Source: an optimization exercise on an open RTL-to-GDS flow (aim: small area, a short achievable clock period and few clock cycles per item). Production flows keep margins and buffers that such runs may drop.
Function was checked by simulation only, so behaviour that the tests miss may differ from the original.

==> inputs of run X <==
Design R_CORDIC_Unit, start of the top module:
module R_CORDIC_Unit (
    input signed [31:0]      i_data_1,
    input signed [31:0]      i_data_2,
    input signed [31:0]      angle,
    input                    en,
    input                    rst,
    input                    clk,
    output signed [31:0]     o_data_1,
    output signed [31:0]     o_data_2,
    output                   done_flag
);
Settings: LEC_CHECK=0, CAP_MARGIN=20, CORE_MARGIN=2, CORE_UTILIZATION=60, CTS_BUF_LIST=sky130_fd_sc_hd__clkbuf_8, PLACE_DENSITY=0.7, SLEW_MARGIN=20; clock period 10.0 ns.
standard.sh (not shown) runs the stock make flow with config.mk's settings and CLKGATE_MAP_FILE= SYNTH_SCRIPT=/design/flow/synth_recipe.tcl, a recipe that flattens the netlist after the stock synthesis.
==> flow/flow/run.sh <==
#!/bin/bash
set -euo pipefail
export BUFFER_PORTS_ARGS="-buffer_cell sky130_fd_sc_hd__buf_1"
export SETUP_SLACK_MARGIN=5.5
bash standard.sh > standard.log 2>&1
==> run D: changes against run X <==
--- a/flow/design.v
+++ b/flow/design.v
@@ -207,15 +207,15 @@
         end
     endgenerate
 endmodule
 module R_CORDIC (
     input  [31:0] x,
     output [31:0] s,
     output [31:0] c,
-    output [4:0]  cin       
+    output        cin
 );
     wire w1 = x[31] ^ ~x[27];
     wire w2 = x[31] & ~x[27];
     wire w3 = ~x[28] ^ x[24];
     wire w4 = ~x[28] & x[24];
     wire w5 = ~x[29] ^ x[25];
     wire w6 = ~x[29] & x[25];
@@ -683,49 +683,53 @@
     wire cp1 = lp[1] & lp[0];
     wire cg2 = lg[3] | (lp[3] & lg[2]);
     wire cp2 = lp[3] & lp[2];
     wire cg3 = lg[5] | (lp[5] & lg[4]);
     wire cp3 = lp[5] & lp[4];
     wire cg4 = lg[7] | (lp[7] & lg[6]);
     wire cp4 = lp[7] & lp[6];
-    wire cg5 = cg2 | (cp2 & cg1);
-    wire cp5 = cp2 & cp1;
-    wire cg6 = cg4 | (cp4 & cg3);
-    wire cp6 = cp4 & cp3;
-    wire cg7 = cg6 | (cp6 & cg5);
-    wire cp7 = cp6 & cp5;
-    wire cg8 = lg[9] | (lp[9] & lg[8]);
-    wire cp8 = lp[9] & lp[8];
-    wire cg9 = lg[11] | (lp[11] & lg[10]);
-    wire cp9 = lp[11] & lp[10];
-    wire cg10 = lg[13] | (lp[13] & lg[12]);
-    wire cp10 = lp[13] & lp[12];
-    wire cg11 = lg[15] | (lp[15] & lg[14]);
-    wire cp11 = lp[15] & lp[14];
-    wire cg12 = cg9 | (cp9 & cg8);
-    wire cp12 = cp9 & cp8;
-    wire cg13 = cg11 | (cp11 & cg10);
-    wire cp13 = cp11 & cp10;
-    wire cg14 = cg13 | (cp13 & cg12);
-    wire cp14 = cp13 & cp12;
-    wire cg15 = lg[17] | (lp[17] & lg[16]);
-    wire cp15 = lp[17] & lp[16];
-    wire cg16 = lg[19] | (lp[19] & lg[18]);
-    wire cp16 = lp[19] & lp[18];
-    wire cg17 = lg[21] | (lp[21] & lg[20]);
-    wire cp17 = lp[21] & lp[20];
-    wire cg18 = lg[23] | (lp[23] & lg[22]);
-    wire cp18 = lp[23] & lp[22];
-    wire cg19 = cg16 | (cp16 & cg15);
-    wire cp19 = cp16 & cp15;
-    wire cg20 = cg18 | (cp18 & cg17);
-    wire cp20 = cp18 & cp17;
-    wire cg21 = cg20 | (cp20 & cg19);
-    wire cp21 = cp20 & cp19;
-    assign cin = {cg21, cp21, cg14, cp14, cg7};
+    wire cg5 = lg[9] | (lp[9] & lg[8]);
+    wire cp5 = lp[9] & lp[8];
+    wire cg6 = lg[11] | (lp[11] & lg[10]);
+    wire cp6 = lp[11] & lp[10];
+    wire cg7 = lg[13] | (lp[13] & lg[12]);
+    wire cp7 = lp[13] & lp[12];
+    wire cg8 = lg[15] | (lp[15] & lg[14]);
+    wire cp8 = lp[15] & lp[14];
+    wire cg9 = lg[17] | (lp[17] & lg[16]);
+    wire cp9 = lp[17] & lp[16];
+    wire cg10 = lg[19] | (lp[19] & lg[18]);
+    wire cp10 = lp[19] & lp[18];
+    wire cg11 = lg[21] | (lp[21] & lg[20]);
+    wire cp11 = lp[21] & lp[20];
+    wire cg12 = lg[23] | (lp[23] & lg[22]);
+    wire cp12 = lp[23] & lp[22];
+    wire cg13 = cg2 | (cp2 & cg1);
+    wire cp13 = cp2 & cp1;
+    wire cg14 = cg4 | (cp4 & cg3);
+    wire cp14 = cp4 & cp3;
+    wire cg15 = cg6 | (cp6 & cg5);
+    wire cp15 = cp6 & cp5;
+    wire cg16 = cg8 | (cp8 & cg7);
+    wire cp16 = cp8 & cp7;
+    wire cg17 = cg10 | (cp10 & cg9);
+    wire cp17 = cp10 & cp9;
+    wire cg18 = cg12 | (cp12 & cg11);
+    wire cp18 = cp12 & cp11;
+    wire cg19 = cg14 | (cp14 & cg13);
+    wire cp19 = cp14 & cp13;
+    wire cg20 = cg16 | (cp16 & cg15);
+    wire cp20 = cp16 & cp15;
+    wire cg21 = cg18 | (cp18 & cg17);
+    wire cp21 = cp18 & cp17;
+    wire cg22 = cg20 | (cp20 & cg19);
+    wire cp22 = cp20 & cp19;
+    wire cg23 = cg21 | (cp21 & cg22);
+    wire cp23 = cp21 & cp22;
+    assign cin = cg23;
     assign s = {1'b1, ~x[31], w461, w459, w457, w455, w453, w451, w449, w447, w445, w443, w441, w439, w437, w435, w433, w431, w429, w427, w425, w423, w421, w419, w417, w415, w413, w411, w409, w407, w405, w403};
     assign c = {1'b0, w462, w460, w458, w456, w454, w452, w450, w448, w446, w444, w442, w440, w438, w436, w434, w432, w430, w428, w426, w424, w422, w420, w418, w416, w414, w412, w410, w408, w406, w404, w402};
 endmodule
 module R_CORDIC_Unit (
     input signed [31:0]      i_data_1,
     input signed [31:0]      i_data_2,
     input signed [31:0]      angle,
@@ -733,74 +737,69 @@
     input                    rst,
     input                    clk,
     output signed [31:0]     o_data_1,
     output signed [31:0]     o_data_2,
     output                   done_flag
 );
     reg        busy, done;
+    reg  [4:0] cnt;
     reg signed [31:0] bx, by, ba;
-    reg        [4:0]  bc;          
+    reg               bc;
     reg        [3:0]  sxl, sxh;    
     reg        [3:0]  syl, syh;    
-    reg        [17:0] oh;          
+    reg        [14:0] oh;          
     reg               fin;     
     reg               hold;    
     reg               sgx;     
     reg               sgy_n;   
     reg               sga_n;   
-    wire m1 = oh[15];
-    wire m2 = oh[16];
-    wire m3 = oh[17];
+    wire m1 = cnt == 5'd15;
+    wire m2 = cnt == 5'd16;
+    wire m3 = cnt == 5'd17;
+    wire [4:0]  cnt_n = en ? 5'd0 : busy ? cnt + 5'd1 : cnt;
     wire        fin_n  = !en && busy && (m1 || m2);
     wire        hold_n = !en && busy && m2;
-    wire [3:0]  nl = en ? 4'd1 : {oh[2] | oh[6] | oh[10],
-                                  oh[1] | oh[5] | oh[9]  | oh[13],
-                                  oh[0] | oh[4] | oh[8]  | oh[12],
-                                  oh[3] | oh[7] | oh[11]};
-    wire [3:0]  nh = en ? 4'd1 : {oh[11] | oh[12] | oh[13],
-                                  oh[7]  | oh[8]  | oh[9]  | oh[10],
-                                  oh[3]  | oh[4]  | oh[5]  | oh[6],
-                                  oh[0]  | oh[1]  | oh[2]};
     wire [31:0] t;
-    LUT lut (.step(oh[14:0]), .value(t));
-    wire c24  = bc[4] | (bc[3] & (bc[2] | (bc[1] & bc[0])));
-    wire cinx = sgx | (fin & c24);
+    LUT lut (.step(oh), .value(t));
+    wire cinx = sgx | (fin & bc);
     wire [31:0] sx, sy;
     rsh rsh_x (.d(bx), .lo(sxl), .hi(sxh), .q(sx));
     rsh rsh_y (.d(by), .lo(syl), .hi(syh), .q(sy));
     wire [31:0] nx, ny, na;
     add_sk add_x (.a(bx), .b(sy ^ {32{sgx}}),   .cin(cinx),  .s(nx));
     add_sk add_y (.a(by), .b(sx ^ {32{sgy_n}}), .cin(sgy_n), .s(ny));
     add_sk add_a (.a(ba), .b(t  ^ {32{sga_n}}), .cin(sga_n), .s(na));
     wire [31:0] ks, kc;
-    wire [4:0]  kci;
+    wire        kci;
     R_CORDIC gain (.x(ba), .s(ks), .c(kc), .cin(kci));
-    wire [31:0] ba_n = en ? angle : m1 ? by : (m2 || oh[14]) ? nx : na;
+    wire [31:0] ba_n = en ? angle : m1 ? by : (m2 || cnt == 5'd14) ? nx : na;
     wire        sg_n = en ? angle[31] : na[31];
     always @(posedge clk or posedge rst) begin
         if (rst) begin
             busy <= 1'b0;
             done <= 1'b0;
+            cnt  <= 5'd0;
         end else begin
             done <= busy && m3;
+            cnt  <= cnt_n;
             if (en)
                 busy <= 1'b1;
             else if (m3)
                 busy <= 1'b0;
         end
     end
     always @(posedge clk) begin
         bc    <= kci;
         fin   <= fin_n;
         hold  <= hold_n;
-        sxl   <= nl;
-        sxh   <= nh;
-        syl   <= fin_n ? 4'd1 : nl;
-        syh   <= fin_n ? 4'd1 : nh;
-        oh    <= en ? 18'd1 : oh << 1;
+        sxl   <= 4'd1 << cnt_n[1:0];
+        sxh   <= 4'd1 << cnt_n[3:2];
+        syl   <= fin_n ? 4'd1 : 4'd1 << cnt_n[1:0];
+        syh   <= fin_n ? 4'd1 : 4'd1 << cnt_n[3:2];
+        oh    <= en ? 15'd1 : oh << 1;
         sgx   <= sg_n & ~fin_n;
         sgy_n <= ~sg_n;
         sga_n <= ~(sg_n | hold_n);
         ba    <= ba_n;
         if (en) begin
             bx <= i_data_1;
             by <= i_data_2;
==> flow/config.mk (replaced) <==
export PLATFORM = sky130hd
export DESIGN_NAME = R_CORDIC_Unit
export DESIGN_NICKNAME = R_CORDIC_Unit
export VERILOG_FILES = /design/flow/design.v
export SDC_FILE = /design/flow/constraint.sdc
export NUM_CORES = 4
export LEC_CHECK = 0
export CAP_MARGIN = 20
export CORE_MARGIN = 2
export CORE_UTILIZATION = 60
export PLACE_DENSITY = 0.7
export SLEW_MARGIN = 20
==> metrics.md <==
| Metric | Value |
|---|---|
| Fill cells | 2588 |
| Clock latency (worst-skew pair) | 470 ps |
| Register share of the cell area | 0.145 |
| Wire length on met3 | 6.04 mm |
| Status | timing/DRC/antenna clean |
| Final min period | 4390 ps |
| Synth Area in Adders | 0.325 |
| Min-delay src | oh[0] |
| Fin Clk Skew | 26.7 ps |
| Placed Cells | 2553 |
| Slowest cell on crit path | dfxtp_1 |
| Post-synthesis sequential area ratio | 0.157 |
That was run D.
==> metrics.md <==
| Metric | Value |
|---|---|
| Placed Cells | 2517 |
| Most common flop cell mapped by yosys | dfxtp_1 |
| Fin Clk Skew | 18.8 ps |
| Wire length on met3 | 7.23 mm |
| Synth Area in Adders | 0.327 |
| Min-delay src | oh[17] |
| Final min period | 4420 ps |
| Slowest cell on crit path | fa_1 |
| Status | timing/DRC/antenna clean |
| Reg area | 2900 um^2 |
| Clock latency (worst-skew pair) | 520 ps |
That was run X.
Testbench counts of run X, summed over its fixed seeds: cycles 9,736, items 512.
Testbench counts of run D, summed over its fixed seeds: cycles 9,736, items 512.

* * *

==> v14 <==
Another version of the RTL of R_CORDIC_Unit (not shown whole).
==> module R_CORDIC_Unit, before the edit <==
module R_CORDIC_Unit (
    input signed [31:0]      i_data_1,
    input signed [31:0]      i_data_2,
    input signed [31:0]      angle,
    input                    en,
    input                    rst,
    input                    clk,
    output signed [31:0]     o_data_1,
    output signed [31:0]     o_data_2,
    output                   done_flag
);
    reg        busy, done;
    reg signed [31:0] bx, by, ba;
    reg               bc;
    reg        [3:0]  sxl, sxh;    
    reg        [3:0]  syl, syh;    
    reg        [17:0] oh;          
    reg               fin;     
    reg               hold;    
    reg               sgx;     
    reg               sgy_n;   
    reg               sga_n;   
    wire m1 = oh[15];
    wire m2 = oh[16];
    wire m3 = oh[17];
    wire        fin_n  = !en && busy && (m1 || m2);
    wire        hold_n = !en && busy && m2;
    wire [3:0]  nl = en ? 4'd1 : {oh[2] | oh[6] | oh[10],
                                  oh[1] | oh[5] | oh[9]  | oh[13],
                                  oh[0] | oh[4] | oh[8]  | oh[12],
                                  oh[3] | oh[7] | oh[11]};
    wire [3:0]  nh = en ? 4'd1 : {oh[11] | oh[12] | oh[13],
                                  oh[7]  | oh[8]  | oh[9]  | oh[10],
                                  oh[3]  | oh[4]  | oh[5]  | oh[6],
                                  oh[0]  | oh[1]  | oh[2]};
    wire [31:0] t;
    LUT lut (.step(oh[14:0]), .value(t));
    wire cinx = sgx | (fin & bc);
    wire [31:0] sx, sy;
    rsh rsh_x (.d(bx), .lo(sxl), .hi(sxh), .q(sx));
    rsh rsh_y (.d(by), .lo(syl), .hi(syh), .q(sy));
    wire [31:0] nx, ny, na;
    add_sk add_x (.a(bx), .b(sy ^ {32{sgx}}),   .cin(cinx),  .s(nx));
    add_sk add_y (.a(by), .b(sx ^ {32{sgy_n}}), .cin(sgy_n), .s(ny));
    add_sk add_a (.a(ba), .b(t  ^ {32{sga_n}}), .cin(sga_n), .s(na));
    wire [31:0] ks, kc;
    wire        kci;
    R_CORDIC gain (.x(ba), .s(ks), .c(kc), .cin(kci));
    wire [31:0] ba_n = en ? angle : m1 ? by : (m2 || oh[14]) ? nx : na;
    wire        sg_n = en ? angle[31] : na[31];
    always @(posedge clk or posedge rst) begin
        if (rst) begin
            busy <= 1'b0;
            done <= 1'b0;
        end else begin
            done <= busy && m3;
            if (en)
                busy <= 1'b1;
            else if (m3)
                busy <= 1'b0;
        end
    end
    always @(posedge clk) begin
        bc    <= kci;
        fin   <= fin_n;
        hold  <= hold_n;
        sxl   <= nl;
        sxh   <= nh;
        syl   <= fin_n ? 4'd1 : nl;
        syh   <= fin_n ? 4'd1 : nh;
        oh    <= en ? 18'd1 : oh << 1;
        sgx   <= sg_n & ~fin_n;
        sgy_n <= ~sg_n;
        sga_n <= ~(sg_n | hold_n);
        ba    <= ba_n;
        if (en) begin
            bx <= i_data_1;
            by <= i_data_2;
        end else if (m1 | m2) begin
            bx <= ks;
            by <= kc;
        end else begin
            bx <= nx;
            by <= ny;
        end
    end
    assign o_data_1  = ba;
    assign o_data_2  = bx;
    assign done_flag = done;
endmodule
==> flow/config.mk <==
export PLATFORM = sky130hd
export DESIGN_NAME = R_CORDIC_Unit
export DESIGN_NICKNAME = R_CORDIC_Unit
export VERILOG_FILES = /design/flow/design.v
export SDC_FILE = /design/flow/constraint.sdc
export NUM_CORES = 4
export LEC_CHECK = 0
export CAP_MARGIN = 20
export CORE_MARGIN = 2
export CORE_UTILIZATION = 60
export PLACE_DENSITY = 0.7
export SLEW_MARGIN = 20
==> flow/constraint.sdc <==
create_clock -name core_clock -period 10.0 [get_ports {clk}]
set_input_delay 2.0000 -clock core_clock [delete_from_list [all_inputs] [get_ports {clk}]]
set_output_delay 2.0000 -clock core_clock [all_outputs]
set_load 0.01 [all_outputs]
==> flow/flow/run.sh <==
#!/bin/bash
set -euo pipefail
export BUFFER_PORTS_ARGS="-buffer_cell sky130_fd_sc_hd__buf_1"
export SETUP_SLACK_MARGIN=5.75
bash standard.sh > standard.log 2>&1
==> v27 (differences from v14) <==
--- a/flow/design.v
+++ b/flow/design.v
@@ -741,31 +741,25 @@
     output                   done_flag
 );
     reg        busy, done;
+    reg  [4:0] cnt;
     reg signed [31:0] bx, by, ba;
     reg               bc;
     reg        [3:0]  sxl, sxh;    
     reg        [3:0]  syl, syh;    
-    reg        [17:0] oh;          
+    reg        [14:0] oh;          
     reg               fin;     
     reg               hold;    
     reg               sgx;     
     reg               sgy_n;   
     reg               sga_n;   
-    wire m1 = oh[15];
-    wire m2 = oh[16];
-    wire m3 = oh[17];
+    wire m1 = cnt == 5'd15;
+    wire m2 = cnt == 5'd16;
+    wire m3 = cnt == 5'd17;
+    wire [4:0]  cnt_n = en ? 5'd0 : busy ? cnt + 5'd1 : cnt;
     wire        fin_n  = !en && busy && (m1 || m2);
     wire        hold_n = !en && busy && m2;
-    wire [3:0]  nl = en ? 4'd1 : {oh[2] | oh[6] | oh[10],
-                                  oh[1] | oh[5] | oh[9]  | oh[13],
-                                  oh[0] | oh[4] | oh[8]  | oh[12],
-                                  oh[3] | oh[7] | oh[11]};
-    wire [3:0]  nh = en ? 4'd1 : {oh[11] | oh[12] | oh[13],
-                                  oh[7]  | oh[8]  | oh[9]  | oh[10],
-                                  oh[3]  | oh[4]  | oh[5]  | oh[6],
-                                  oh[0]  | oh[1]  | oh[2]};
     wire [31:0] t;
-    LUT lut (.step(oh[14:0]), .value(t));
+    LUT lut (.step(oh), .value(t));
     wire cinx = sgx | (fin & bc);
     wire [31:0] sx, sy;
     rsh rsh_x (.d(bx), .lo(sxl), .hi(sxh), .q(sx));
@@ -777,14 +771,16 @@
     wire [31:0] ks, kc;
     wire        kci;
     R_CORDIC gain (.x(ba), .s(ks), .c(kc), .cin(kci));
-    wire [31:0] ba_n = en ? angle : m1 ? by : (m2 || oh[14]) ? nx : na;
+    wire [31:0] ba_n = en ? angle : m1 ? by : (m2 || cnt == 5'd14) ? nx : na;
     wire        sg_n = en ? angle[31] : na[31];
     always @(posedge clk or posedge rst) begin
         if (rst) begin
             busy <= 1'b0;
             done <= 1'b0;
+            cnt  <= 5'd0;
         end else begin
             done <= busy && m3;
+            cnt  <= cnt_n;
             if (en)
                 busy <= 1'b1;
             else if (m3)
@@ -795,11 +791,11 @@
         bc    <= kci;
         fin   <= fin_n;
         hold  <= hold_n;
-        sxl   <= nl;
-        sxh   <= nh;
-        syl   <= fin_n ? 4'd1 : nl;
-        syh   <= fin_n ? 4'd1 : nh;
-        oh    <= en ? 18'd1 : oh << 1;
+        sxl   <= 4'd1 << cnt_n[1:0];
+        sxh   <= 4'd1 << cnt_n[3:2];
+        syl   <= fin_n ? 4'd1 : 4'd1 << cnt_n[1:0];
+        syh   <= fin_n ? 4'd1 : 4'd1 << cnt_n[3:2];
+        oh    <= en ? 15'd1 : oh << 1;
         sgx   <= sg_n & ~fin_n;
         sgy_n <= ~sg_n;
         sga_n <= ~(sg_n | hold_n);
- CTS_BUF_LIST: default -> sky130_fd_sc_hd__clkbuf_8
==> notes.md <==
Adder-cell share of the synthesized area: v27 32.5%; v14 32.7%
Vias after detailed routing: v27 16800; v14 17000
Synthesized area per cell: v27 8.60 um^2; v14 8.60 um^2
Clk Latency, worst-skew pair: v27 0.53 ns; v14 0.47 ns
Top-area cell type share of the netlist area: v27 22.8%; v14 23.1%
Sequential cell count of the final layout: v27 139; v14 137
Number of non-filler instances in the completed layout: v27 2613; v14 2591
Comb_multi_in: v27 1604; v14 1588
Post-CTS setup-driven buffer insertion count: v27 4; v14 22
Wire length of the first global-routing pass: v27 94600 um; v14 98700 um
Filler cell count: v27 2551; v14 2533
Final HPWL DP: v27 49500 um; v14 51200 um
Initial core utilization: v27 60.9%; v14 60.5%
Run status: v27 timing/DRC/antenna clean; v14 timing/DRC/antenna clean
Register area share after synthesis: v27 15.7%; v14 15.5%
Clock edge transition at the registers on the reported setup and hold paths: v27 0.10 ns; v14 0.07 ns
Vert. Die Dim: v27 177 um; v14 176 um
Synth unique cells: v27 84; v14 69
Final WS setup: v27 5.80 ns; v14 5.46 ns
Aggregate routed wire length: v27 63900 um; v14 66500 um
Number of gates given a new drive strength after cts: v27 37; v14 44
Destination of the worst register-to-register timing path: v27 bx[27]; v14 bc
Detail-routed net length per standard cell: v27 24.5 um; v14 25.7 um
Post-synthesis register bit count: v27 139; v14 137
Core region area: v27 29600 um^2; v14 29400 um^2
Testbench counts of v14, summed over its fixed seeds: cycles 9,736, items 512.
Testbench counts of v27, summed over its fixed seeds: cycles 9,736, items 512.

static timing again, ports no longer ideal:
The results above use ideal ports. As a check the final layouts listed here were re-extracted and re-timed, cells and wires unchanged.
Step 1 (the two cells are an assumption about what drives the block):
set clk [get_ports {clk}]
set_driving_cell -lib_cell sky130_fd_sc_hd__clkbuf_16 $clk
set_driving_cell -lib_cell sky130_fd_sc_hd__buf_2 [delete_from_list [all_inputs] $clk]
Step 2 adds t to the input delays and takes it off the output delays; t is the mean of the earliest and latest rising clock arrival at the registers after step 1. Input paths then give back, and output paths get back, about the clock's delay inside the block.
Three values: ideal, step 1, step 2; two values: the first two.
run | t (ns) | setup slack, ns | latest minus earliest clock arrival (ns) | worst register clock-pin slew, ns
run X | 0.557 | 5.578 / 5.578 / 5.578 | 0.019 / 0.019 | 0.11 / 0.11
run D | 0.508 | 5.614 / 5.614 / 5.614 | 0.026 / 0.027 | 0.08 / 0.08
v14 | 0.518 | 5.464 / 5.464 / 5.464 | 0.015 / 0.015 | 0.07 / 0.07
v27 | 0.561 | 5.796 / 5.796 / 5.796 | 0.040 / 0.040 | 0.11 / 0.11
After both steps setup and hold are still met in every run listed.
